This design comes from an exercise in tuning for small area, a short achievable clock period and few clock cycles per item on the open sky130 flow, not from production work. Function was not checked in any run shown here: the RTL went through the layout flow alone. Power figures rest on the tool's default switching activity, not on a simulated workload.

==> flow/run.sh <==
#!/bin/bash
# synth_recipe.tcl (not shown) runs the flow's synth.tcl, then flattens the netlist and writes it again
# the make line also repeats each setting of config.mk as NAME=value (left out here)
make -C /OpenROAD-flow-scripts/flow DESIGN_CONFIG=/design/flow/config.mk WORK_HOME=/design/flow/orfs CLKGATE_MAP_FILE= SYNTH_SCRIPT=/design/flow/synth_recipe.tcl finish
==> flow/config.mk <==
export PLATFORM = sky130hd
export DESIGN_NAME = matvec8_part3
export DESIGN_NICKNAME = matvec8_part3
export VERILOG_FILES = /design/flow/design.v
export SDC_FILE = /design/flow/constraint.sdc
export NUM_CORES = 4
export LEC_CHECK = 0
export ABC_CLOCK_PERIOD_IN_PS = 3000
export CAP_MARGIN = 20
export CORE_MARGIN = 2
export CORE_UTILIZATION = 40
export SETUP_SLACK_MARGIN = 5
export SLEW_MARGIN = 20
==> flow/constraint.sdc <==
create_clock -name core_clock -period 10.0 [get_ports {clk}]
set_input_delay 2.0000 -clock core_clock [delete_from_list [all_inputs] [get_ports {clk}]]
set_output_delay 2.0000 -clock core_clock [all_outputs]
set_load 0.01 [all_outputs]
==> flow/design.v <==
module matvec8_part3(clk, reset, input_valid, input_ready, input_data, new_matrix, output_valid, output_ready, output_data);
input clk, reset, input_valid, output_ready, new_matrix;
input signed [13:0] input_data;
output signed [27:0] output_data;
output output_valid, input_ready;
reg [2:0] ph;
always @(posedge clk) ph <= reset ? 3'd0 : ph + 3'd1;
reg rdy;
assign input_ready = rdy;
wire xfer = input_valid & rdy;
reg [13:0] in_r;
always @(posedge clk) in_r <= input_data;
reg mid;             
reg isW;             
reg [2:0] row;       
reg [2:0] col;       
reg vld;             
reg ldd;             
reg p0d, p1d;        
reg spec;            
reg pvalid;          
reg hfull;           
reg hcap;            
reg hwr;             
reg x0d;             
reg [13:0] H;
reg run, psel, run_a, cmpv, accpend;
reg [2:0] cnt;       
reg ov;
reg [7:0] wW;        
reg wX;              
wire slot_ok = (cnt == 3'd0) & ~accpend;
wire go_spec = (ph == 3'd1) & slot_ok & (x0d | hwr);
wire go0     = (ph == 3'd1) & slot_ok & vld & ldd & ~p0d & ~spec;
wire go1     = (ph == 3'd1) & slot_ok & vld & ldd & p0d & ~p1d;
localparam NXW = 35;
wire [NXW-1:0] nx0, nx1v, nx1w;
ctl_nx cn0 (.ph(ph), .mid(mid), .isW(isW), .row(row), .col(col), .vld(vld), .ldd(ldd), .p0d(p0d), .p1d(p1d),
            .spec(spec), .pvalid(pvalid), .hfull(hfull), .x0d(x0d), .hwr(hwr), .go_spec(go_spec), .go0(go0), .go1(go1),
            .xf(1'b0), .nm(1'b0), .nx(nx0));
ctl_nx cn1v(.ph(ph), .mid(mid), .isW(isW), .row(row), .col(col), .vld(vld), .ldd(ldd), .p0d(p0d), .p1d(p1d),
            .spec(spec), .pvalid(pvalid), .hfull(hfull), .x0d(x0d), .hwr(hwr), .go_spec(go_spec), .go0(go0), .go1(go1),
            .xf(1'b1), .nm(1'b0), .nx(nx1v));
ctl_nx cn1w(.ph(ph), .mid(mid), .isW(isW), .row(row), .col(col), .vld(vld), .ldd(ldd), .p0d(p0d), .p1d(p1d),
            .spec(spec), .pvalid(pvalid), .hfull(hfull), .x0d(x0d), .hwr(hwr), .go_spec(go_spec), .go0(go0), .go1(go1),
            .xf(1'b1), .nm(1'b1), .nx(nx1w));
wire [NXW-1:0] nx = ~xfer ? nx0 : (new_matrix ? nx1w : nx1v);
wire        mid_n, isW_n, vld_n, ldd_n, p0d_n, p1d_n, spec_n, pvalid_n, hfull_n, rdy_n, hcap_n, hwr_n, x0d_n, wX_n;
wire [2:0]  row_n, col_n;
wire [7:0]  wW_n;
assign {mid_n, isW_n, row_n, col_n, vld_n, ldd_n, p0d_n, p1d_n, spec_n, pvalid_n, hfull_n,
        rdy_n, hcap_n, hwr_n, x0d_n, wW_n, wX_n} = nx;
always @(posedge clk) begin
  if (reset) begin
    rdy <= 1'b1; mid <= 1'b0; isW <= 1'b0; row <= 3'd0; col <= 3'd0;
    vld <= 1'b0; ldd <= 1'b0; p0d <= 1'b0; p1d <= 1'b0; spec <= 1'b0;
    pvalid <= 1'b0; hfull <= 1'b0; hcap <= 1'b0; hwr <= 1'b0; x0d <= 1'b0;
    wW <= 8'd0; wX <= 1'b0;
    run <= 1'b0; psel <= 1'b0; run_a <= 1'b0; cmpv <= 1'b0;
  end else begin
    mid <= mid_n; isW <= isW_n; row <= row_n; col <= col_n;
    vld <= vld_n; ldd <= ldd_n; p0d <= p0d_n; p1d <= p1d_n; spec <= spec_n;
    pvalid <= pvalid_n; hfull <= hfull_n;
    rdy <= rdy_n; hcap <= hcap_n; hwr <= hwr_n; x0d <= x0d_n; wW <= wW_n; wX <= wX_n;
    if (ph == 3'd1) begin
      run  <= go_spec | go0 | go1;
      psel <= go1;
      cmpv <= run & pvalid;
    end
    run_a <= run;
  end
end
always @(posedge clk) if (hcap) H <= in_r;
reg [7:0][7:0][13:0] R;     
reg [7:0][13:0] X;          
genvar r, j;
generate for (r = 0; r < 8; r = r + 1) begin : wring
  always @(posedge clk) R[r][0] <= wW[r] ? in_r : R[r][7];
  for (j = 1; j < 8; j = j + 1) begin : sh
    always @(posedge clk) R[r][j] <= R[r][j-1];
  end
end endgenerate
always @(posedge clk) X[0] <= hwr ? H : (wX ? in_r : X[7]);
generate for (j = 1; j < 8; j = j + 1) begin : xring
  always @(posedge clk) X[j] <= X[j-1];
end endgenerate
wire run_n = ~reset & ((ph == 3'd1) ? (go_spec | go0 | go1) : run);
wire [13:0] x0_n = hwr ? H : (wX ? in_r : X[7]);
wire [13:0] xg_n = run_n ? x0_n : 14'd0;
wire [14:0] xe_n = {xg_n, 1'b0};
reg [6:0] b_one, b_two, b_neg;
integer d;
always @(posedge clk) begin
  for (d = 0; d < 7; d = d + 1) begin
    b_one[d] <= xe_n[2*d+1] ^ xe_n[2*d];
    b_two[d] <= (xe_n[2*d+2] & ~xe_n[2*d+1] & ~xe_n[2*d]) | (~xe_n[2*d+2] & xe_n[2*d+1] & xe_n[2*d]);
    b_neg[d] <= xe_n[2*d+2] & ~(xe_n[2*d+1] & xe_n[2*d]);
  end
end
wire first = run_a & (ph == 3'd3);
wire cmp   = cmpv & (ph == 3'd3);
reg [3:0][28:0] PS, PC;      
reg [3:0][27:0] acc;
reg [3:0][27:0] res;
genvar k;
generate for (k = 0; k < 4; k = k + 1) begin : mac
  wire [13:0] w_op = psel ? R[k+4][0] : R[k][0];
  wire [28:0] ps, pc;
  booth_cs mul(.w(w_op), .one(b_one), .two(b_two), .neg(b_neg), .s(ps), .c(pc));
  wire [27:0] base = first ? 28'd0 : acc[k];
  wire [28:0] b29 = {base[27], base};
  wire [28:0] u = b29 ^ PS[k] ^ PC[k];
  wire [28:0] v = {(b29[27:0] & PS[k][27:0]) | (b29[27:0] & PC[k][27:0]) | (PS[k][27:0] & PC[k][27:0]), 1'b0};
  wire [28:0] s = u + v;
  wire [27:0] sat = (s[28] != s[27]) ? {s[28], {27{~s[28]}}} : s[27:0];
  always @(posedge clk) begin
    PS[k]  <= ps;
    PC[k]  <= pc;
    acc[k] <= sat;
  end
end endgenerate
wire avail = cmp | accpend;
wire ld    = avail & (cnt == 3'd0);
wire shift = ov & output_ready;
always @(posedge clk) begin
  if (reset) begin
    cnt <= 3'd0; ov <= 1'b0; accpend <= 1'b0;
  end else begin
    accpend <= avail & ~ld;
    if (ld) begin
      cnt <= 3'd4; ov <= 1'b1;
    end else if (shift) begin
      cnt <= cnt - 3'd1; ov <= (cnt != 3'd1);
    end
  end
end
always @(posedge clk) begin
  if (ld) res <= acc;
  else if (shift) res <= {28'd0, res[3:1]};
end
assign output_data  = res[0];
assign output_valid = ov;
endmodule
module ctl_nx(input [2:0] ph, input mid, input isW, input [2:0] row, input [2:0] col,
              input vld, input ldd, input p0d, input p1d, input spec, input pvalid, input hfull,
              input x0d, input hwr, input go_spec, input go0, input go1,
              input xf, input nm, output [34:0] nx);
wire eW   = mid ? isW : nm;             
wire [2:0] erow = mid ? row : 3'd0;
wire is_x   = xf & ~eW;
wire x_last = is_x & (col == 3'd7);
wire x0_dir = is_x & (col == 3'd0) & (mid | ~vld);
wire x0_toH = is_x & ~mid & vld;
wire x1_now = is_x & (col == 3'd1);
reg        mid_n, isW_n, vld_n, ldd_n, p0d_n, p1d_n, spec_n, pvalid_n, hfull_n;
reg [2:0]  row_n, col_n;
always @* begin
  mid_n = mid; isW_n = isW; row_n = row; col_n = col;
  vld_n = vld; ldd_n = ldd; p0d_n = p0d; p1d_n = p1d; spec_n = spec;
  pvalid_n = pvalid; hfull_n = hfull;
  if (xf) begin
    col_n = col + 3'd1;
    if (!mid) begin
      mid_n = 1'b1;
      isW_n = nm;
    end
    if (eW && col == 3'd7) begin
      row_n = erow + 3'd1;
      if (erow == 3'd7) isW_n = 1'b0;
    end
    if (x_last) mid_n = 1'b0;
  end
  if (x0_toH) hfull_n = 1'b1;
  if (x0_dir || hwr) begin
    vld_n = 1'b1; ldd_n = 1'b0; p0d_n = 1'b0; p1d_n = 1'b0;
  end
  if (hwr) hfull_n = 1'b0;
  if (x_last) ldd_n = 1'b1;
  if (go_spec) begin spec_n = x1_now; pvalid_n = x1_now; end
  if (go0) begin p0d_n = 1'b1; pvalid_n = 1'b1; end
  if (go1) begin p1d_n = 1'b1; vld_n = 1'b0; pvalid_n = 1'b1; end
  if (spec && ph != 3'd1) begin
    if (!xf) pvalid_n = 1'b0;
    if (ph == 3'd7) begin
      spec_n = 1'b0;
      p0d_n = pvalid & xf;
    end
  end
end
wire [2:0] ph_n = ph + 3'd1;
wire accept_ok =
    !mid_n ? ~(vld_n & ~p0d_n) :
    isW_n  ? (~row_n[2] | ~vld_n) :
    ((col_n == 3'd0) | hfull_n) ? ~vld_n : 1'b1;
wire rdy_n  = accept_ok & (ph_n == col_n);
wire hwr_n  = hfull_n & ~vld_n & (ph_n == 3'd1);
wire [7:0] wW_n = (xf & eW) ? (8'd1 << erow) : 8'd0;
wire wX_n   = is_x & ~x0_toH;
assign nx = {mid_n, isW_n, row_n, col_n, vld_n, ldd_n, p0d_n, p1d_n, spec_n, pvalid_n, hfull_n,
             rdy_n, x0_toH, hwr_n, x0_dir, wW_n, wX_n};
endmodule
module booth_cs(input [13:0] w, input [6:0] one, input [6:0] two, input [6:0] neg, output [28:0] s, output [28:0] c);
  wire pp0_0;
  wire pp0_1;
  wire pp0_2;
  wire pp0_3;
  wire pp0_4;
  wire pp0_5;
  wire pp0_6;
  wire pp0_7;
  wire pp0_8;
  wire pp0_9;
  wire pp0_10;
  wire pp0_11;
  wire pp0_12;
  wire pp0_13;
  wire pp0_14;
  wire pp0_15;
  wire pp1_0;
  wire pp1_1;
  wire pp1_2;
  wire pp1_3;
  wire pp1_4;
  wire pp1_5;
  wire pp1_6;
  wire pp1_7;
  wire pp1_8;
  wire pp1_9;
  wire pp1_10;
  wire pp1_11;
  wire pp1_12;
  wire pp1_13;
  wire pp1_14;
  wire pp1_15;
  wire pp2_0;
  wire pp2_1;
  wire pp2_2;
  wire pp2_3;
  wire pp2_4;
  wire pp2_5;
  wire pp2_6;
  wire pp2_7;
  wire pp2_8;
  wire pp2_9;
  wire pp2_10;
  wire pp2_11;
  wire pp2_12;
  wire pp2_13;
  wire pp2_14;
  wire pp2_15;
  wire pp3_0;
  wire pp3_1;
  wire pp3_2;
  wire pp3_3;
  wire pp3_4;
  wire pp3_5;
  wire pp3_6;
  wire pp3_7;
  wire pp3_8;
  wire pp3_9;
  wire pp3_10;
  wire pp3_11;
  wire pp3_12;
  wire pp3_13;
  wire pp3_14;
  wire pp3_15;
  wire pp4_0;
  wire pp4_1;
  wire pp4_2;
  wire pp4_3;
  wire pp4_4;
  wire pp4_5;
  wire pp4_6;
  wire pp4_7;
  wire pp4_8;
  wire pp4_9;
  wire pp4_10;
  wire pp4_11;
  wire pp4_12;
  wire pp4_13;
  wire pp4_14;
  wire pp4_15;
  wire pp5_0;
  wire pp5_1;
  wire pp5_2;
  wire pp5_3;
  wire pp5_4;
  wire pp5_5;
  wire pp5_6;
  wire pp5_7;
  wire pp5_8;
  wire pp5_9;
  wire pp5_10;
  wire pp5_11;
  wire pp5_12;
  wire pp5_13;
  wire pp5_14;
  wire pp5_15;
  wire pp6_0;
  wire pp6_1;
  wire pp6_2;
  wire pp6_3;
  wire pp6_4;
  wire pp6_5;
  wire pp6_6;
  wire pp6_7;
  wire pp6_8;
  wire pp6_9;
  wire pp6_10;
  wire pp6_11;
  wire pp6_12;
  wire pp6_13;
  wire pp6_14;
  wire pp6_15;
  wire hs1;
  wire hc2;
  wire hs3;
  wire hc4;
  wire fs5;
  wire fc6;
  wire hs7;
  wire hc8;
  wire fs9;
  wire fc10;
  wire hs11;
  wire hc12;
  wire fs13;
  wire fc14;
  wire hs15;
  wire hc16;
  wire fs17;
  wire fc18;
  wire fs19;
  wire fc20;
  wire fs21;
  wire fc22;
  wire hs23;
  wire hc24;
  wire fs25;
  wire fc26;
  wire hs27;
  wire hc28;
  wire hs29;
  wire hc30;
  wire hs31;
  wire hc32;
  wire fs33;
  wire fc34;
  wire hs35;
  wire hc36;
  wire fs37;
  wire fc38;
  wire hs39;
  wire hc40;
  wire fs41;
  wire fc42;
  wire fs43;
  wire fc44;
  wire fs45;
  wire fc46;
  wire fs47;
  wire fc48;
  wire fs49;
  wire fc50;
  wire fs51;
  wire fc52;
  wire fs53;
  wire fc54;
  wire fs55;
  wire fc56;
  wire fs57;
  wire fc58;
  wire fs59;
  wire fc60;
  wire fs61;
  wire fc62;
  wire fs63;
  wire fc64;
  wire fs65;
  wire fc66;
  wire fs67;
  wire fc68;
  wire fs69;
  wire fc70;
  wire fs71;
  wire fc72;
  wire fs73;
  wire fc74;
  wire fs75;
  wire fc76;
  wire fs77;
  wire fc78;
  wire fs79;
  wire fc80;
  wire fs81;
  wire fc82;
  wire hs83;
  wire hc84;
  wire fs85;
  wire fc86;
  wire hs87;
  wire hc88;
  wire hs89;
  wire hc90;
  wire hs91;
  wire hc92;
  wire fs93;
  wire fc94;
  wire fs95;
  wire fc96;
  wire fs97;
  wire fc98;
  wire fs99;
  wire fc100;
  wire fs101;
  wire fc102;
  wire fs103;
  wire fc104;
  wire fs105;
  wire fc106;
  wire fs107;
  wire fc108;
  wire fs109;
  wire fc110;
  wire fs111;
  wire fc112;
  wire fs113;
  wire fc114;
  wire fs115;
  wire fc116;
  wire fs117;
  wire fc118;
  wire fs119;
  wire fc120;
  wire fs121;
  wire fc122;
  wire fs123;
  wire fc124;
  wire fs125;
  wire fc126;
  wire fs127;
  wire fc128;
  wire hs129;
  wire hc130;
  wire hs131;
  wire hc132;
  wire hs133;
  wire hc134;
  wire fs135;
  wire fc136;
  wire fs137;
  wire fc138;
  wire fs139;
  wire fc140;
  wire fs141;
  wire fc142;
  wire fs143;
  wire fc144;
  wire fs145;
  wire fc146;
  wire fs147;
  wire fc148;
  wire fs149;
  wire fc150;
  wire fs151;
  wire fc152;
  wire fs153;
  wire fc154;
  wire fs155;
  wire fc156;
  wire fs157;
  wire fc158;
  wire fs159;
  wire fc160;
  wire fs161;
  wire fc162;
  wire fs163;
  wire fc164;
  wire fs165;
  wire fc166;
  wire fs167;
  wire fc168;
  wire fs169;
  wire fc170;
  wire fs171;
  wire fc172;
  wire fs173;
  wire fc174;
  wire fs175;
  wire fc176;
  wire fs177;
  wire fc178;
  wire hs179;
  wire hc180;
  assign pp0_0 = ((one[0] & w[0])) ^ neg[0];
  assign pp0_1 = ((one[0] & w[1]) | (two[0] & w[0])) ^ neg[0];
  assign pp0_2 = ((one[0] & w[2]) | (two[0] & w[1])) ^ neg[0];
  assign pp0_3 = ((one[0] & w[3]) | (two[0] & w[2])) ^ neg[0];
  assign pp0_4 = ((one[0] & w[4]) | (two[0] & w[3])) ^ neg[0];
  assign pp0_5 = ((one[0] & w[5]) | (two[0] & w[4])) ^ neg[0];
  assign pp0_6 = ((one[0] & w[6]) | (two[0] & w[5])) ^ neg[0];
  assign pp0_7 = ((one[0] & w[7]) | (two[0] & w[6])) ^ neg[0];
  assign pp0_8 = ((one[0] & w[8]) | (two[0] & w[7])) ^ neg[0];
  assign pp0_9 = ((one[0] & w[9]) | (two[0] & w[8])) ^ neg[0];
  assign pp0_10 = ((one[0] & w[10]) | (two[0] & w[9])) ^ neg[0];
  assign pp0_11 = ((one[0] & w[11]) | (two[0] & w[10])) ^ neg[0];
  assign pp0_12 = ((one[0] & w[12]) | (two[0] & w[11])) ^ neg[0];
  assign pp0_13 = ((one[0] & w[13]) | (two[0] & w[12])) ^ neg[0];
  assign pp0_14 = ((one[0] & w[13]) | (two[0] & w[13])) ^ neg[0];
  assign pp0_15 = ~(((one[0] & w[13]) | (two[0] & w[13])) ^ neg[0]);
  assign pp1_0 = ((one[1] & w[0])) ^ neg[1];
  assign pp1_1 = ((one[1] & w[1]) | (two[1] & w[0])) ^ neg[1];
  assign pp1_2 = ((one[1] & w[2]) | (two[1] & w[1])) ^ neg[1];
  assign pp1_3 = ((one[1] & w[3]) | (two[1] & w[2])) ^ neg[1];
  assign pp1_4 = ((one[1] & w[4]) | (two[1] & w[3])) ^ neg[1];
  assign pp1_5 = ((one[1] & w[5]) | (two[1] & w[4])) ^ neg[1];
  assign pp1_6 = ((one[1] & w[6]) | (two[1] & w[5])) ^ neg[1];
  assign pp1_7 = ((one[1] & w[7]) | (two[1] & w[6])) ^ neg[1];
  assign pp1_8 = ((one[1] & w[8]) | (two[1] & w[7])) ^ neg[1];
  assign pp1_9 = ((one[1] & w[9]) | (two[1] & w[8])) ^ neg[1];
  assign pp1_10 = ((one[1] & w[10]) | (two[1] & w[9])) ^ neg[1];
  assign pp1_11 = ((one[1] & w[11]) | (two[1] & w[10])) ^ neg[1];
  assign pp1_12 = ((one[1] & w[12]) | (two[1] & w[11])) ^ neg[1];
  assign pp1_13 = ((one[1] & w[13]) | (two[1] & w[12])) ^ neg[1];
  assign pp1_14 = ((one[1] & w[13]) | (two[1] & w[13])) ^ neg[1];
  assign pp1_15 = ~(((one[1] & w[13]) | (two[1] & w[13])) ^ neg[1]);
  assign pp2_0 = ((one[2] & w[0])) ^ neg[2];
  assign pp2_1 = ((one[2] & w[1]) | (two[2] & w[0])) ^ neg[2];
  assign pp2_2 = ((one[2] & w[2]) | (two[2] & w[1])) ^ neg[2];
  assign pp2_3 = ((one[2] & w[3]) | (two[2] & w[2])) ^ neg[2];
  assign pp2_4 = ((one[2] & w[4]) | (two[2] & w[3])) ^ neg[2];
  assign pp2_5 = ((one[2] & w[5]) | (two[2] & w[4])) ^ neg[2];
  assign pp2_6 = ((one[2] & w[6]) | (two[2] & w[5])) ^ neg[2];
  assign pp2_7 = ((one[2] & w[7]) | (two[2] & w[6])) ^ neg[2];
  assign pp2_8 = ((one[2] & w[8]) | (two[2] & w[7])) ^ neg[2];
  assign pp2_9 = ((one[2] & w[9]) | (two[2] & w[8])) ^ neg[2];
  assign pp2_10 = ((one[2] & w[10]) | (two[2] & w[9])) ^ neg[2];
  assign pp2_11 = ((one[2] & w[11]) | (two[2] & w[10])) ^ neg[2];
  assign pp2_12 = ((one[2] & w[12]) | (two[2] & w[11])) ^ neg[2];
  assign pp2_13 = ((one[2] & w[13]) | (two[2] & w[12])) ^ neg[2];
  assign pp2_14 = ((one[2] & w[13]) | (two[2] & w[13])) ^ neg[2];
  assign pp2_15 = ~(((one[2] & w[13]) | (two[2] & w[13])) ^ neg[2]);
  assign pp3_0 = ((one[3] & w[0])) ^ neg[3];
  assign pp3_1 = ((one[3] & w[1]) | (two[3] & w[0])) ^ neg[3];
  assign pp3_2 = ((one[3] & w[2]) | (two[3] & w[1])) ^ neg[3];
  assign pp3_3 = ((one[3] & w[3]) | (two[3] & w[2])) ^ neg[3];
  assign pp3_4 = ((one[3] & w[4]) | (two[3] & w[3])) ^ neg[3];
  assign pp3_5 = ((one[3] & w[5]) | (two[3] & w[4])) ^ neg[3];
  assign pp3_6 = ((one[3] & w[6]) | (two[3] & w[5])) ^ neg[3];
  assign pp3_7 = ((one[3] & w[7]) | (two[3] & w[6])) ^ neg[3];
  assign pp3_8 = ((one[3] & w[8]) | (two[3] & w[7])) ^ neg[3];
  assign pp3_9 = ((one[3] & w[9]) | (two[3] & w[8])) ^ neg[3];
  assign pp3_10 = ((one[3] & w[10]) | (two[3] & w[9])) ^ neg[3];
  assign pp3_11 = ((one[3] & w[11]) | (two[3] & w[10])) ^ neg[3];
  assign pp3_12 = ((one[3] & w[12]) | (two[3] & w[11])) ^ neg[3];
  assign pp3_13 = ((one[3] & w[13]) | (two[3] & w[12])) ^ neg[3];
  assign pp3_14 = ((one[3] & w[13]) | (two[3] & w[13])) ^ neg[3];
  assign pp3_15 = ~(((one[3] & w[13]) | (two[3] & w[13])) ^ neg[3]);
  assign pp4_0 = ((one[4] & w[0])) ^ neg[4];
  assign pp4_1 = ((one[4] & w[1]) | (two[4] & w[0])) ^ neg[4];
  assign pp4_2 = ((one[4] & w[2]) | (two[4] & w[1])) ^ neg[4];
  assign pp4_3 = ((one[4] & w[3]) | (two[4] & w[2])) ^ neg[4];
  assign pp4_4 = ((one[4] & w[4]) | (two[4] & w[3])) ^ neg[4];
  assign pp4_5 = ((one[4] & w[5]) | (two[4] & w[4])) ^ neg[4];
  assign pp4_6 = ((one[4] & w[6]) | (two[4] & w[5])) ^ neg[4];
  assign pp4_7 = ((one[4] & w[7]) | (two[4] & w[6])) ^ neg[4];
  assign pp4_8 = ((one[4] & w[8]) | (two[4] & w[7])) ^ neg[4];
  assign pp4_9 = ((one[4] & w[9]) | (two[4] & w[8])) ^ neg[4];
  assign pp4_10 = ((one[4] & w[10]) | (two[4] & w[9])) ^ neg[4];
  assign pp4_11 = ((one[4] & w[11]) | (two[4] & w[10])) ^ neg[4];
  assign pp4_12 = ((one[4] & w[12]) | (two[4] & w[11])) ^ neg[4];
  assign pp4_13 = ((one[4] & w[13]) | (two[4] & w[12])) ^ neg[4];
  assign pp4_14 = ((one[4] & w[13]) | (two[4] & w[13])) ^ neg[4];
  assign pp4_15 = ~(((one[4] & w[13]) | (two[4] & w[13])) ^ neg[4]);
  assign pp5_0 = ((one[5] & w[0])) ^ neg[5];
  assign pp5_1 = ((one[5] & w[1]) | (two[5] & w[0])) ^ neg[5];
  assign pp5_2 = ((one[5] & w[2]) | (two[5] & w[1])) ^ neg[5];
  assign pp5_3 = ((one[5] & w[3]) | (two[5] & w[2])) ^ neg[5];
  assign pp5_4 = ((one[5] & w[4]) | (two[5] & w[3])) ^ neg[5];
  assign pp5_5 = ((one[5] & w[5]) | (two[5] & w[4])) ^ neg[5];
  assign pp5_6 = ((one[5] & w[6]) | (two[5] & w[5])) ^ neg[5];
  assign pp5_7 = ((one[5] & w[7]) | (two[5] & w[6])) ^ neg[5];
  assign pp5_8 = ((one[5] & w[8]) | (two[5] & w[7])) ^ neg[5];
  assign pp5_9 = ((one[5] & w[9]) | (two[5] & w[8])) ^ neg[5];
  assign pp5_10 = ((one[5] & w[10]) | (two[5] & w[9])) ^ neg[5];
  assign pp5_11 = ((one[5] & w[11]) | (two[5] & w[10])) ^ neg[5];
  assign pp5_12 = ((one[5] & w[12]) | (two[5] & w[11])) ^ neg[5];
  assign pp5_13 = ((one[5] & w[13]) | (two[5] & w[12])) ^ neg[5];
  assign pp5_14 = ((one[5] & w[13]) | (two[5] & w[13])) ^ neg[5];
  assign pp5_15 = ~(((one[5] & w[13]) | (two[5] & w[13])) ^ neg[5]);
  assign pp6_0 = ((one[6] & w[0])) ^ neg[6];
  assign pp6_1 = ((one[6] & w[1]) | (two[6] & w[0])) ^ neg[6];
  assign pp6_2 = ((one[6] & w[2]) | (two[6] & w[1])) ^ neg[6];
  assign pp6_3 = ((one[6] & w[3]) | (two[6] & w[2])) ^ neg[6];
  assign pp6_4 = ((one[6] & w[4]) | (two[6] & w[3])) ^ neg[6];
  assign pp6_5 = ((one[6] & w[5]) | (two[6] & w[4])) ^ neg[6];
  assign pp6_6 = ((one[6] & w[6]) | (two[6] & w[5])) ^ neg[6];
  assign pp6_7 = ((one[6] & w[7]) | (two[6] & w[6])) ^ neg[6];
  assign pp6_8 = ((one[6] & w[8]) | (two[6] & w[7])) ^ neg[6];
  assign pp6_9 = ((one[6] & w[9]) | (two[6] & w[8])) ^ neg[6];
  assign pp6_10 = ((one[6] & w[10]) | (two[6] & w[9])) ^ neg[6];
  assign pp6_11 = ((one[6] & w[11]) | (two[6] & w[10])) ^ neg[6];
  assign pp6_12 = ((one[6] & w[12]) | (two[6] & w[11])) ^ neg[6];
  assign pp6_13 = ((one[6] & w[13]) | (two[6] & w[12])) ^ neg[6];
  assign pp6_14 = ((one[6] & w[13]) | (two[6] & w[13])) ^ neg[6];
  assign pp6_15 = ~(((one[6] & w[13]) | (two[6] & w[13])) ^ neg[6]);
  assign hs1 = pp0_10 ^ pp1_8;
  assign hc2 = pp0_10 & pp1_8;
  assign hs3 = pp0_11 ^ pp1_9;
  assign hc4 = pp0_11 & pp1_9;
  assign fs5 = pp0_12 ^ pp1_10 ^ pp2_8;
  assign fc6 = (pp0_12 & pp1_10) | (pp0_12 & pp2_8) | (pp1_10 & pp2_8);
  assign hs7 = pp3_6 ^ pp4_4;
  assign hc8 = pp3_6 & pp4_4;
  assign fs9 = pp0_13 ^ pp1_11 ^ pp2_9;
  assign fc10 = (pp0_13 & pp1_11) | (pp0_13 & pp2_9) | (pp1_11 & pp2_9);
  assign hs11 = pp3_7 ^ pp4_5;
  assign hc12 = pp3_7 & pp4_5;
  assign fs13 = pp0_14 ^ pp1_12 ^ pp2_10;
  assign fc14 = (pp0_14 & pp1_12) | (pp0_14 & pp2_10) | (pp1_12 & pp2_10);
  assign hs15 = pp3_8 ^ pp4_6;
  assign hc16 = pp3_8 & pp4_6;
  assign fs17 = pp0_15 ^ pp1_13 ^ pp2_11;
  assign fc18 = (pp0_15 & pp1_13) | (pp0_15 & pp2_11) | (pp1_13 & pp2_11);
  assign fs19 = pp3_9 ^ pp4_7 ^ pp5_5;
  assign fc20 = (pp3_9 & pp4_7) | (pp3_9 & pp5_5) | (pp4_7 & pp5_5);
  assign fs21 = pp1_14 ^ pp2_12 ^ pp3_10;
  assign fc22 = (pp1_14 & pp2_12) | (pp1_14 & pp3_10) | (pp2_12 & pp3_10);
  assign hs23 = pp4_8 ^ pp5_6;
  assign hc24 = pp4_8 & pp5_6;
  assign fs25 = pp1_15 ^ pp2_13 ^ pp3_11;
  assign fc26 = (pp1_15 & pp2_13) | (pp1_15 & pp3_11) | (pp2_13 & pp3_11);
  assign hs27 = pp2_14 ^ pp3_12;
  assign hc28 = pp2_14 & pp3_12;
  assign hs29 = pp0_6 ^ pp1_4;
  assign hc30 = pp0_6 & pp1_4;
  assign hs31 = pp0_7 ^ pp1_5;
  assign hc32 = pp0_7 & pp1_5;
  assign fs33 = pp0_8 ^ pp1_6 ^ pp2_4;
  assign fc34 = (pp0_8 & pp1_6) | (pp0_8 & pp2_4) | (pp1_6 & pp2_4);
  assign hs35 = pp3_2 ^ pp4_0;
  assign hc36 = pp3_2 & pp4_0;
  assign fs37 = pp0_9 ^ pp1_7 ^ pp2_5;
  assign fc38 = (pp0_9 & pp1_7) | (pp0_9 & pp2_5) | (pp1_7 & pp2_5);
  assign hs39 = pp3_3 ^ pp4_1;
  assign hc40 = pp3_3 & pp4_1;
  assign fs41 = pp2_6 ^ pp3_4 ^ pp4_2;
  assign fc42 = (pp2_6 & pp3_4) | (pp2_6 & pp4_2) | (pp3_4 & pp4_2);
  assign fs43 = pp5_0 ^ neg[5] ^ hs1;
  assign fc44 = (pp5_0 & neg[5]) | (pp5_0 & hs1) | (neg[5] & hs1);
  assign fs45 = pp2_7 ^ pp3_5 ^ pp4_3;
  assign fc46 = (pp2_7 & pp3_5) | (pp2_7 & pp4_3) | (pp3_5 & pp4_3);
  assign fs47 = pp5_1 ^ hc2 ^ hs3;
  assign fc48 = (pp5_1 & hc2) | (pp5_1 & hs3) | (hc2 & hs3);
  assign fs49 = pp5_2 ^ pp6_0 ^ neg[6];
  assign fc50 = (pp5_2 & pp6_0) | (pp5_2 & neg[6]) | (pp6_0 & neg[6]);
  assign fs51 = hc4 ^ fs5 ^ hs7;
  assign fc52 = (hc4 & fs5) | (hc4 & hs7) | (fs5 & hs7);
  assign fs53 = pp5_3 ^ pp6_1 ^ fc6;
  assign fc54 = (pp5_3 & pp6_1) | (pp5_3 & fc6) | (pp6_1 & fc6);
  assign fs55 = hc8 ^ fs9 ^ hs11;
  assign fc56 = (hc8 & fs9) | (hc8 & hs11) | (fs9 & hs11);
  assign fs57 = pp5_4 ^ pp6_2 ^ fc10;
  assign fc58 = (pp5_4 & pp6_2) | (pp5_4 & fc10) | (pp6_2 & fc10);
  assign fs59 = hc12 ^ fs13 ^ hs15;
  assign fc60 = (hc12 & fs13) | (hc12 & hs15) | (fs13 & hs15);
  assign fs61 = pp6_3 ^ 1'b1 ^ fc14;
  assign fc62 = (pp6_3 & 1'b1) | (pp6_3 & fc14) | (1'b1 & fc14);
  assign fs63 = hc16 ^ fs17 ^ fs19;
  assign fc64 = (hc16 & fs17) | (hc16 & fs19) | (fs17 & fs19);
  assign fs65 = pp6_4 ^ 1'b1 ^ fc18;
  assign fc66 = (pp6_4 & 1'b1) | (pp6_4 & fc18) | (1'b1 & fc18);
  assign fs67 = fc20 ^ fs21 ^ hs23;
  assign fc68 = (fc20 & fs21) | (fc20 & hs23) | (fs21 & hs23);
  assign fs69 = pp4_9 ^ pp5_7 ^ pp6_5;
  assign fc70 = (pp4_9 & pp5_7) | (pp4_9 & pp6_5) | (pp5_7 & pp6_5);
  assign fs71 = fc22 ^ hc24 ^ fs25;
  assign fc72 = (fc22 & hc24) | (fc22 & fs25) | (hc24 & fs25);
  assign fs73 = pp4_10 ^ pp5_8 ^ pp6_6;
  assign fc74 = (pp4_10 & pp5_8) | (pp4_10 & pp6_6) | (pp5_8 & pp6_6);
  assign fs75 = 1'b1 ^ fc26 ^ hs27;
  assign fc76 = (1'b1 & fc26) | (1'b1 & hs27) | (fc26 & hs27);
  assign fs77 = pp2_15 ^ pp3_13 ^ pp4_11;
  assign fc78 = (pp2_15 & pp3_13) | (pp2_15 & pp4_11) | (pp3_13 & pp4_11);
  assign fs79 = pp5_9 ^ pp6_7 ^ hc28;
  assign fc80 = (pp5_9 & pp6_7) | (pp5_9 & hc28) | (pp6_7 & hc28);
  assign fs81 = pp3_14 ^ pp4_12 ^ pp5_10;
  assign fc82 = (pp3_14 & pp4_12) | (pp3_14 & pp5_10) | (pp4_12 & pp5_10);
  assign hs83 = pp6_8 ^ 1'b1;
  assign hc84 = pp6_8 & 1'b1;
  assign fs85 = pp3_15 ^ pp4_13 ^ pp5_11;
  assign fc86 = (pp3_15 & pp4_13) | (pp3_15 & pp5_11) | (pp4_13 & pp5_11);
  assign hs87 = pp4_14 ^ pp5_12;
  assign hc88 = pp4_14 & pp5_12;
  assign hs89 = pp0_4 ^ pp1_2;
  assign hc90 = pp0_4 & pp1_2;
  assign hs91 = pp0_5 ^ pp1_3;
  assign hc92 = pp0_5 & pp1_3;
  assign fs93 = pp2_2 ^ pp3_0 ^ neg[3];
  assign fc94 = (pp2_2 & pp3_0) | (pp2_2 & neg[3]) | (pp3_0 & neg[3]);
  assign fs95 = pp2_3 ^ pp3_1 ^ hc30;
  assign fc96 = (pp2_3 & pp3_1) | (pp2_3 & hc30) | (pp3_1 & hc30);
  assign fs97 = neg[4] ^ hc32 ^ fs33;
  assign fc98 = (neg[4] & hc32) | (neg[4] & fs33) | (hc32 & fs33);
  assign fs99 = fc34 ^ hc36 ^ fs37;
  assign fc100 = (fc34 & hc36) | (fc34 & fs37) | (hc36 & fs37);
  assign fs101 = fc38 ^ hc40 ^ fs41;
  assign fc102 = (fc38 & hc40) | (fc38 & fs41) | (hc40 & fs41);
  assign fs103 = fc42 ^ fc44 ^ fs45;
  assign fc104 = (fc42 & fc44) | (fc42 & fs45) | (fc44 & fs45);
  assign fs105 = fc46 ^ fc48 ^ fs49;
  assign fc106 = (fc46 & fc48) | (fc46 & fs49) | (fc48 & fs49);
  assign fs107 = fc50 ^ fc52 ^ fs53;
  assign fc108 = (fc50 & fc52) | (fc50 & fs53) | (fc52 & fs53);
  assign fs109 = fc54 ^ fc56 ^ fs57;
  assign fc110 = (fc54 & fc56) | (fc54 & fs57) | (fc56 & fs57);
  assign fs111 = fc58 ^ fc60 ^ fs61;
  assign fc112 = (fc58 & fc60) | (fc58 & fs61) | (fc60 & fs61);
  assign fs113 = fc62 ^ fc64 ^ fs65;
  assign fc114 = (fc62 & fc64) | (fc62 & fs65) | (fc64 & fs65);
  assign fs115 = fc66 ^ fc68 ^ fs69;
  assign fc116 = (fc66 & fc68) | (fc66 & fs69) | (fc68 & fs69);
  assign fs117 = fc70 ^ fc72 ^ fs73;
  assign fc118 = (fc70 & fc72) | (fc70 & fs73) | (fc72 & fs73);
  assign fs119 = fc74 ^ fc76 ^ fs77;
  assign fc120 = (fc74 & fc76) | (fc74 & fs77) | (fc76 & fs77);
  assign fs121 = fc78 ^ fc80 ^ fs81;
  assign fc122 = (fc78 & fc80) | (fc78 & fs81) | (fc80 & fs81);
  assign fs123 = pp6_9 ^ fc82 ^ hc84;
  assign fc124 = (pp6_9 & fc82) | (pp6_9 & hc84) | (fc82 & hc84);
  assign fs125 = pp6_10 ^ 1'b1 ^ fc86;
  assign fc126 = (pp6_10 & 1'b1) | (pp6_10 & fc86) | (1'b1 & fc86);
  assign fs127 = pp4_15 ^ pp5_13 ^ pp6_11;
  assign fc128 = (pp4_15 & pp5_13) | (pp4_15 & pp6_11) | (pp5_13 & pp6_11);
  assign hs129 = pp5_14 ^ pp6_12;
  assign hc130 = pp5_14 & pp6_12;
  assign hs131 = pp0_2 ^ pp1_0;
  assign hc132 = pp0_2 & pp1_0;
  assign hs133 = pp0_3 ^ pp1_1;
  assign hc134 = pp0_3 & pp1_1;
  assign fs135 = pp2_0 ^ neg[2] ^ hs89;
  assign fc136 = (pp2_0 & neg[2]) | (pp2_0 & hs89) | (neg[2] & hs89);
  assign fs137 = pp2_1 ^ hc90 ^ hs91;
  assign fc138 = (pp2_1 & hc90) | (pp2_1 & hs91) | (hc90 & hs91);
  assign fs139 = hs29 ^ hc92 ^ fs93;
  assign fc140 = (hs29 & hc92) | (hs29 & fs93) | (hc92 & fs93);
  assign fs141 = hs31 ^ fc94 ^ fs95;
  assign fc142 = (hs31 & fc94) | (hs31 & fs95) | (fc94 & fs95);
  assign fs143 = hs35 ^ fc96 ^ fs97;
  assign fc144 = (hs35 & fc96) | (hs35 & fs97) | (fc96 & fs97);
  assign fs145 = hs39 ^ fc98 ^ fs99;
  assign fc146 = (hs39 & fc98) | (hs39 & fs99) | (fc98 & fs99);
  assign fs147 = fs43 ^ fc100 ^ fs101;
  assign fc148 = (fs43 & fc100) | (fs43 & fs101) | (fc100 & fs101);
  assign fs149 = fs47 ^ fc102 ^ fs103;
  assign fc150 = (fs47 & fc102) | (fs47 & fs103) | (fc102 & fs103);
  assign fs151 = fs51 ^ fc104 ^ fs105;
  assign fc152 = (fs51 & fc104) | (fs51 & fs105) | (fc104 & fs105);
  assign fs153 = fs55 ^ fc106 ^ fs107;
  assign fc154 = (fs55 & fc106) | (fs55 & fs107) | (fc106 & fs107);
  assign fs155 = fs59 ^ fc108 ^ fs109;
  assign fc156 = (fs59 & fc108) | (fs59 & fs109) | (fc108 & fs109);
  assign fs157 = fs63 ^ fc110 ^ fs111;
  assign fc158 = (fs63 & fc110) | (fs63 & fs111) | (fc110 & fs111);
  assign fs159 = fs67 ^ fc112 ^ fs113;
  assign fc160 = (fs67 & fc112) | (fs67 & fs113) | (fc112 & fs113);
  assign fs161 = fs71 ^ fc114 ^ fs115;
  assign fc162 = (fs71 & fc114) | (fs71 & fs115) | (fc114 & fs115);
  assign fs163 = fs75 ^ fc116 ^ fs117;
  assign fc164 = (fs75 & fc116) | (fs75 & fs117) | (fc116 & fs117);
  assign fs165 = fs79 ^ fc118 ^ fs119;
  assign fc166 = (fs79 & fc118) | (fs79 & fs119) | (fc118 & fs119);
  assign fs167 = hs83 ^ fc120 ^ fs121;
  assign fc168 = (hs83 & fc120) | (hs83 & fs121) | (fc120 & fs121);
  assign fs169 = fs85 ^ fc122 ^ fs123;
  assign fc170 = (fs85 & fc122) | (fs85 & fs123) | (fc122 & fs123);
  assign fs171 = hs87 ^ fc124 ^ fs125;
  assign fc172 = (hs87 & fc124) | (hs87 & fs125) | (fc124 & fs125);
  assign fs173 = hc88 ^ fc126 ^ fs127;
  assign fc174 = (hc88 & fc126) | (hc88 & fs127) | (fc126 & fs127);
  assign fs175 = 1'b1 ^ fc128 ^ hs129;
  assign fc176 = (1'b1 & fc128) | (1'b1 & hs129) | (fc128 & hs129);
  assign fs177 = pp5_15 ^ pp6_13 ^ hc130;
  assign fc178 = (pp5_15 & pp6_13) | (pp5_15 & hc130) | (pp6_13 & hc130);
  assign hs179 = pp6_14 ^ 1'b1;
  assign hc180 = pp6_14 & 1'b1;
  assign s = {1'b1, pp6_15, fc178, fc176, fc174, fc172, fc170, fc168, fc166, fc164, fc162, fc160, fc158, fc156, fc154, fc152, fc150, fc148, fc146, fc144, fc142, fc140, fc138, fc136, hc134, hc132, neg[1], pp0_1, pp0_0};
  assign c = {1'b0, hc180, hs179, fs177, fs175, fs173, fs171, fs169, fs167, fs165, fs163, fs161, fs159, fs157, fs155, fs153, fs151, fs149, fs147, fs145, fs143, fs141, fs139, fs137, fs135, hs133, hs131, 1'b0, neg[0]};
endmodule
==> results of run 1 <==
-- stage by stage --
stage	power, mW	hold WS, ps
floorplan	10.62	309.6
global placement	11.65	309.7
detailed placement	11.75	312.1
CTS	17.92	308.7
global route	18.97	315.9
finish	17.98	311.2
-- critical path, stage by stage, from the launching register on --
cell and delay, ps:
dfxtp_4 610, buf_4 680, mux2i_1 850, nor2_1 180, xnor2_1 360, fa_1 510
fa_1 450, fa_1 520, inv_1 50, fa_1 450
-- cells in the final DEF, fill, tap and decap left out, types with 10 or more instances in the layout --
cell / count
o21ai_0: 91
inv_1: 764
fa_1: 359
xor2_1: 188
and2_1: 46
a31oi_1: 15
clkbuf_16: 159
maj3_2: 23
xnor2_1: 337
maj3_1: 24
ha_1: 223
a211oi_1: 15
and3_1: 13
clkdlybuf4s50_1: 48
nand2_1: 473
bufinv_16: 10
nand3_1: 24
nor2b_1: 17
mux2_2: 178
clkbuf_8: 33
mux2i_1: 28
dfxtp_1: 1378
nor2_1: 112
nor3_1: 38
dfxtp_4: 13
buf_4: 54
edfxtp_1: 126
clkbuf_1: 24
clkinv_2: 23
nand2b_1: 15
a21oi_1: 133
a22oi_1: 367
dfxtp_2: 14
a21o_1: 57
o21a_1: 18
o21bai_1: 21
-- synthesized netlist by cell type, drive strengths merged (117+ instances only) --
library cell / number
a21oi: 135
a22oi: 367
clkbuf: 226
dfxtp: 1405
edfxtp: 126
fa: 360
ha: 225
inv: 765
mux2: 178
nand2: 478
nor2: 117
xnor2: 340
xor2: 188
-- cell type report --
type                       instances  area, sq um  area share
clock inverter                    64        858.3     0.01221
clock buffer                     216         4523     0.06432
sequential                      1531        31980      0.4547
inverter                         765         2872     0.04084
multi-input combinational       2949        26570      0.3779
antenna                            1        2.502  0.00003559
tap                             2044         2557     0.03637
timing repair buffer             105        958.4     0.01363
-- cell families after synthesis --
| kind of cell | synth area share |
|---|---|
| buf+inv | 0.06647 |
| simple gates | 0.05402 |
| mux | 0.03734 |
| compound gates | 0.08689 |
| xor+xnor | 0.07444 |
| flops | 0.5120 |
| fa+ha+maj | 0.1688 |
-- power breakdown --
group / internal (mW) / total, mW / switching, mW
Clock: 3.47 / 5.94 / 2.48
Sequential: 6.71 / 7.03 / 0.315
Combinational: 2.09 / 5.01 / 2.92
Total: 12.3 / 18.0 / 5.71
-- flip-flops by register name, indices dropped and copies added, names as in the netlist, 8 cells and up --
name,flops
R,896
X,112
acc,112
res,112
PC,105
PS,105
H,14
in_r,14
wW,8
-- per-layer routing --
metal / track usage / routed length, um
met3: 0.03980 / 9659
met5: 0 / 7
met1: 0.2659 / 70280
met2: 0.2990 / 66520
met4: 0.07284 / 5268
-- final timing paths --
kind / slack [ps] / startpoint / end
hold / removal: 310 / X[68]$_DFF_P_ / X[82]$_DFF_P_
setup reg to reg: 5190 / psel$_SDFFE_PP0P_ / PC[73]$_DFF_P_
setup / recovery: 5190 / psel$_SDFFE_PP0P_ / PC[73]$_DFF_P_
hold reg to reg: 310 / X[68]$_DFF_P_ / X[82]$_DFF_P_
-- timing repair --
action	CTS	global route
endpoints found under the setup margin	111	105
gates cloned	5	1
setup buffers	4	5
hold buffers	0	0
gates resized for setup	31	18
pin swaps	5	10
hold endpoints to repair	0	0
==> impl_metrics.ini, run 1 <==
[power_and_ir_drop]
leakagePower_nw = 29.58
irDropWorstVdd_mv = 0.2290
pwr_density_cell_mw_per_mm2 = 255.7

[clock_tree]
clock_latency_ps = 790
cts_root_buf = clkbuf_16
cts-htree-levels = 4
cts_buffers = 154
clk_pin_slew_worst_paths_ps = 60
cts_tree = done
cts.sinks = 1531
cts_buffer_depth = 3

[detailed_routing]
postRouteAntennaNets = 0
post-route-drc-count = 0
drt-total-wl_um = 151700
vias_per_cell = 4.974
vias = 38177
drt_iter0_markers = 2916
drt_pass1_iterations = 6
wl_per_cell_um = 19.77

[critical_path]
crit_type = reg -> reg
cp.arrival_ps = 5460
critPathLaunchType = flip-flop
ff2ff_path_depth = 9
endpoint_kind = flip-flop
cp_max_fo = 41
worstPathRequired_ps = 10640

[timing]
slew_viol_final = 0
clock_skew_ps = 35.40
fmax_mhz = 207.8
relSlewSlack = 0.2573
fin_crit_ps = 4813
finalHoldViolCount = 0
fin_crit_sh = 0.4813
worst_pin_slew_ps = 1112
setup_tns_ps = 0
setup_viol = 0
finalWorstSetupSlack_ps = 5187
grt_setup_unrepaired = false

[placement]
placed_area_sq_mm = 0.06454
place_inst = 7379
hpwlAfterDp_um = 103600
portBuffers = 48
dpl_worst_slack_ps = 3512
place.gp.congestion = 0.8854

[logic_synthesis]
synth_area_leaders = dfxtp_1 45%, fa_1 12%, edfxtp_1 6.1%
synth_seq_area_share = 0.5120
synth_fp_nets = 6148
synth-seq-cells = 1531
ys_async_sr_fraction = 0
syn_inst = 5544
synth.distinct_cells = 74
synth_edf_count = 126
yosysTopAreaCell = dfxtp_1
synth_area_sq_mm = 0.06232
synthFlopType = dfxtp_1
yosys_warnings = 2
syn_avg_cell_area_sq_um = 11.24
synth_top_area_frac = 0.4513

[cells_and_area]
utilization = 0.4554
fin_area_sq_mm = 0.07032
drive_above_1_share = 0.1059
syn_to_final_growth_pct = 12.83
fill_cells = 14088
fin_nets = 6110
fin_cells = 7675

[floorplan]
rows = 144
die_x_um = 398.7
initial_core_util = 0.4036
dieArea_sq_mm = 0.1590
ioPinCount = 49
placeableCoreArea_sq_mm = 0.1544
die_h_um = 398.7

[worst_hold_path]
hold_path.class = reg -> reg
worstHoldPathCells = 0

[global_routing]
grt_overflow = 0
track_usage = 0.1933
antenna_found_initial = 1
grt_pass1_vias = 39020
grt_max_degree = 69
grt_pass1_wl_um = 235300

[job]
maxCapViolCount = 0

[outcome]
outcome = timing/DRC/antenna clean
==> inputs of run 2 (changes only) <==
==> flow/flow/run.sh (new file) <==
#!/bin/bash
set -e
cp standard.sh standard_sh_copy.txt
cp synth_recipe.tcl synth_recipe_copy.txt
echo "export SETUP_SLACK_MARGIN = ${MARGIN:-7}" >> config.mk
bash standard.sh > standard.log 2>&1
==> flow/standard.sh (new file) <==
#!/bin/bash
# synth_recipe.tcl (not shown) runs the flow's synth.tcl, then flattens the netlist and writes it again
# the make line also repeats each setting of config.mk as NAME=value (left out here)
make -C /OpenROAD-flow-scripts/flow DESIGN_CONFIG=/design/flow/config.mk WORK_HOME=/design/flow/orfs CLKGATE_MAP_FILE= SYNTH_SCRIPT=/design/flow/synth_recipe.tcl "${@:-finish}"
--- a/flow/config.mk
+++ b/flow/config.mk
@@ -10,4 +10,4 @@
 export CORE_MARGIN = 2
 export CORE_UTILIZATION = 40
-export SETUP_SLACK_MARGIN = 5
 export SLEW_MARGIN = 20
+export SETUP_SLACK_MARGIN = 7
removed: flow/run.sh
==> run 2 against run 1 <==
Against the previous run: largest cell class unchanged; combinational power grew about 60%; via count grew 3.3%; non-clock buffer count grew 313; worst setup slack gained 480 ps; critical path depth grew 11; core utilization grew 4.8 points; clock-buffer cell count shrank 15; critical path type unchanged; cell area grew 11%; clock skew grew 23 ps.
==> impl_metrics.ini, run 2 <==
[outcome]
outcome = timing/DRC/antenna clean

[critical_path]
crit_type = reg -> reg
critPathTopFamily = adder cells
r2r_start = ph[0]$_SDFF_PP0_
crit_chain = ha_4 > ha_4 > nand2_8 > buf_16 > buf_8 > buf_8 > nand2_4 > fa_1 > inv_2 > ha_4 > a41oi_4 > o221ai_2 > a22oi_2 > a211oi_2 > o21ai_2 > mux2i_2 > nand3_4 > nor2_4 > clkbuf_16 > o21ai_2
r2r-end = acc[26]$_DFF_P_
ff2ff_path_depth = 20
r2r_slack_ps = 5670
path_common_cell = ha_4
critPathSlowestCell = fa_1
endpoint_kind = flip-flop
worstPathRequired_ps = 10680
crit_buf_inv = 5
cp.arrival_ps = 5010
max_stage_delay_ps = 520
critPathLaunchType = flip-flop
cp_max_fo = 8

[power_and_ir_drop]
pwr-share-seq = 0.338
pwr_density_cell_mw_per_mm2 = 267.1
leakagePower_nw = 31.87
power_mw = 20.77
pwr-share-clk = 0.277
pwr-share-comb = 0.385
irDropWorstVdd_mv = 0.2796
p_sw_frac = 0.3390
internal_power_mw = 13.73
switchingPower_mw = 7.040

[clock_tree]
clock_latency_ps = 820
cts_buffers = 149
clk_pin_slew_worst_paths_ps = 60
cts_tree = done
cts.sinks = 1531
postCtsHoldBufs = 0
cts_root_buf = clkbuf_16
cts_buffer_depth = 3
cts-htree-levels = 4

[logic_synthesis]
synth-seq-cells = 1531
synth_area_leaders = dfxtp_1 45%, fa_1 12%, edfxtp_1 6.1%
yosys_warnings = 2
ys_async_sr_fraction = 0
synth_area_sq_mm = 0.06232
synth_commonest_cells = 1405 x dfxtp_1, 764 x inv_1, 478 x nand2_1
synthFlopType = dfxtp_1
synth_edf_count = 126
syn_avg_cell_area_sq_um = 11.24
synth.most_common_cell = dfxtp_1
synth_fp_nets = 6148
yosysTopAreaCell = dfxtp_1
synth.distinct_cells = 74
synth_top_area_frac = 0.4513
synth_seq_area_share = 0.5120
syn_inst = 5544

[floorplan]
ioPinCount = 49
dieArea_sq_mm = 0.1590
rows = 144
die_x_um = 398.7
initial_core_util = 0.4036
placeableCoreArea_sq_mm = 0.1544
die_h_um = 398.7

[detailed_routing]
drt_pass1_iterations = 5
vias_per_cell = 4.931
dr_wl_met2_um = 73870
drt_iter0_markers = 2619
drt-total-wl_um = 165000
met3WireLength_um = 9486
wl_per_cell_um = 20.63
wl_met1_um = 75590
highest_layer = met4
vias = 39441
post-route-drc-count = 0
postRouteAntennaNets = 0

[cells_and_area]
syn_to_final_growth_pct = 24.78
regMostFlops = R
layout_commonest_cell = dfxtp_1
fin_area_sq_mm = 0.07777
fin_nets = 6434
layout_common_cells = 1378 x dfxtp_1, 663 x inv_1, 451 x nand2_1, 300 x xnor2_1, 207 x fa_1
largest_reg_flops = 896
drive_above_1_share = 0.2865
utilization = 0.5036
num_antenna_cells = 0
multi_input_area_sq_mm = 0.03068
register_area_sq_mm = 0.03197
fill_cells = 13414
fin_cells = 7998

[timing]
finalHoldViolCount = 0
fin_crit_sh = 0.4332
relSlewSlack = 0.2711
worst_pin_slew_ps = 1092
fmax_mhz = 230.8
setup_viol = 0
clock_skew_ps = 58.13
fin_crit_ps = 4332
grt_setup_unrepaired = true
slew_viol_final = 0
setup_tns_ps = 0

[worst_hold_path]
worstHoldStart = R[628]$_DFF_P_
min_to = R[642]$_DFF_P_
worstHoldPathCells = 0
hold_path.class = reg -> reg

[job]
maxCapViolCount = 0

[global_routing]
grt_pass1_wl_um = 250000
grt_overflow = 0
grt_pass1_vias = 40447
track_usage = 0.2071
grt_max_degree = 113
antenna_found_initial = 1

[placement]
place_inst = 7377
portBuffers = 48
hpwlAfterDp_um = 104500
place.gp.congestion = 0.9032
placed_area_sq_mm = 0.06612
==> run 2: metal layers <==
| layer | vias up | track usage |
|---|---|---|
| met2 | 1181 | 0.3224 |
| met3 | 283 | 0.03510 |
| li1 | 18419 | - |
| met1 | 19558 | 0.2876 |
| met5 | - | 0 |
| met4 | 0 | 0.07904 |
==> run 2: power by group through the flow <==
stage          clock (mW)  combinational (mW)  sequential [mW]
2_1_floorplan           0                4.13             6.96
3_3_place_gp            0                4.71             7.16
3_5_place_dp            0                4.81             7.15
4_1_cts              5.86                6.80             7.02
5_1_grt              6.12                8.63             7.06
6_report             5.74                8.00             7.03
==> run 2: worst reg2reg max path, delay by kind of cell (launching register included) <==
kind | cells | cell delay (ps)
AO/OA/AOI/OAI | 6 | 1020
adder cells (fa/ha/maj) | 4 | 1170
buffers and inverters | 5 | 670
flip-flops | 1 | 350
multiplexers | 1 | 340
AND/OR/NAND/NOR | 4 | 670
==> run 2: how the worst max path moves through the flow <==
stage	from	to	slack, ps	depth (start not counted)
floorplan	ph[0]$_SDFF_PP0_	acc[62]$_DFF_P_	5970	20
global placement	ph[0]$_SDFF_PP0_	acc[49]$_DFF_P_	4760	17
detailed placement	ph[0]$_SDFF_PP0_	acc[49]$_DFF_P_	4620	17
CTS	ph[0]$_SDFF_PP0_	acc[56]$_DFF_P_	5680	18
global route	ph[0]$_SDFF_PP0_	acc[12]$_DFF_P_	5550	20
finish	ph[0]$_SDFF_PP0_	acc[26]$_DFF_P_	5670	20
==> run 2: cells by family (layout without fill, tap and decap cells) <==
kind of cell    count (synthesis)  in the layout  share of synthesized area
simple gates                  785            801                    0.05402
mux                           209            210                    0.03734
flops                        1531           1531                     0.5120
compound gates                790            791                    0.08689
xor+xnor                      528            531                    0.07444
fa+ha+maj                     632            632                     0.1688
buf+inv                      1069           1458                    0.06647
==> run 2: cell type report <==
cell class / instances / share of cell area
clock buffer: 201 / 0.05374
clock inverter: 74 / 0.01215
inverter: 765 / 0.03696
multi-input combinational: 2965 / 0.3945
sequential: 1531 / 0.4112
tap: 2044 / 0.03289
timing repair buffer: 418 / 0.05861
==> run 2: repair_timing <==
action | in CTS | in global routing
pin swaps | 256 | 180
gates resized for setup | 658 | 311
buffers inserted | 267 | 45
setup endpoints to repair | 325 | 425
cloned | 27 | 7
==> run 2: stage by stage <==
stage	hold WS (ps)	setup WS, ps
2_1_floorplan	309.6	5972
3_3_place_gp	309.7	4759
3_5_place_dp	312.1	4624
4_1_cts	272.1	5680
5_1_grt	283.3	5551
6_report	283.7	5668

re-timing with driven ports:
How much do the figures lean on ideal ports? The routed layouts below were timed once more, with nothing changed but the port constraints. Step 1 sets driving cells, clkbuf_16 on the clock port and buf_2 on the other inputs (assumed; they add their load-dependent delay and slew). Step 2 also shifts input and output timing later by t, the mid clock arrival at the registers, as if the neighbouring blocks saw the same clock. Slacks: no drivers / after step 1 / after step 2; pairs: no drivers / after step 1.
run	t (ns)	setup WS [ns]	clock arrival spread, ns	slew at the worst register clock pin (ns)	worst slew at a driven data input, ns
run 1	0.852	5.187 / 5.187 / 5.187	0.036 / 0.036	0.07 / 0.07	0.03
run 2	0.869	5.668 / 5.668 / 5.668	0.059 / 0.059	0.08 / 0.08	0.04
After both steps every run listed still meets setup and hold.
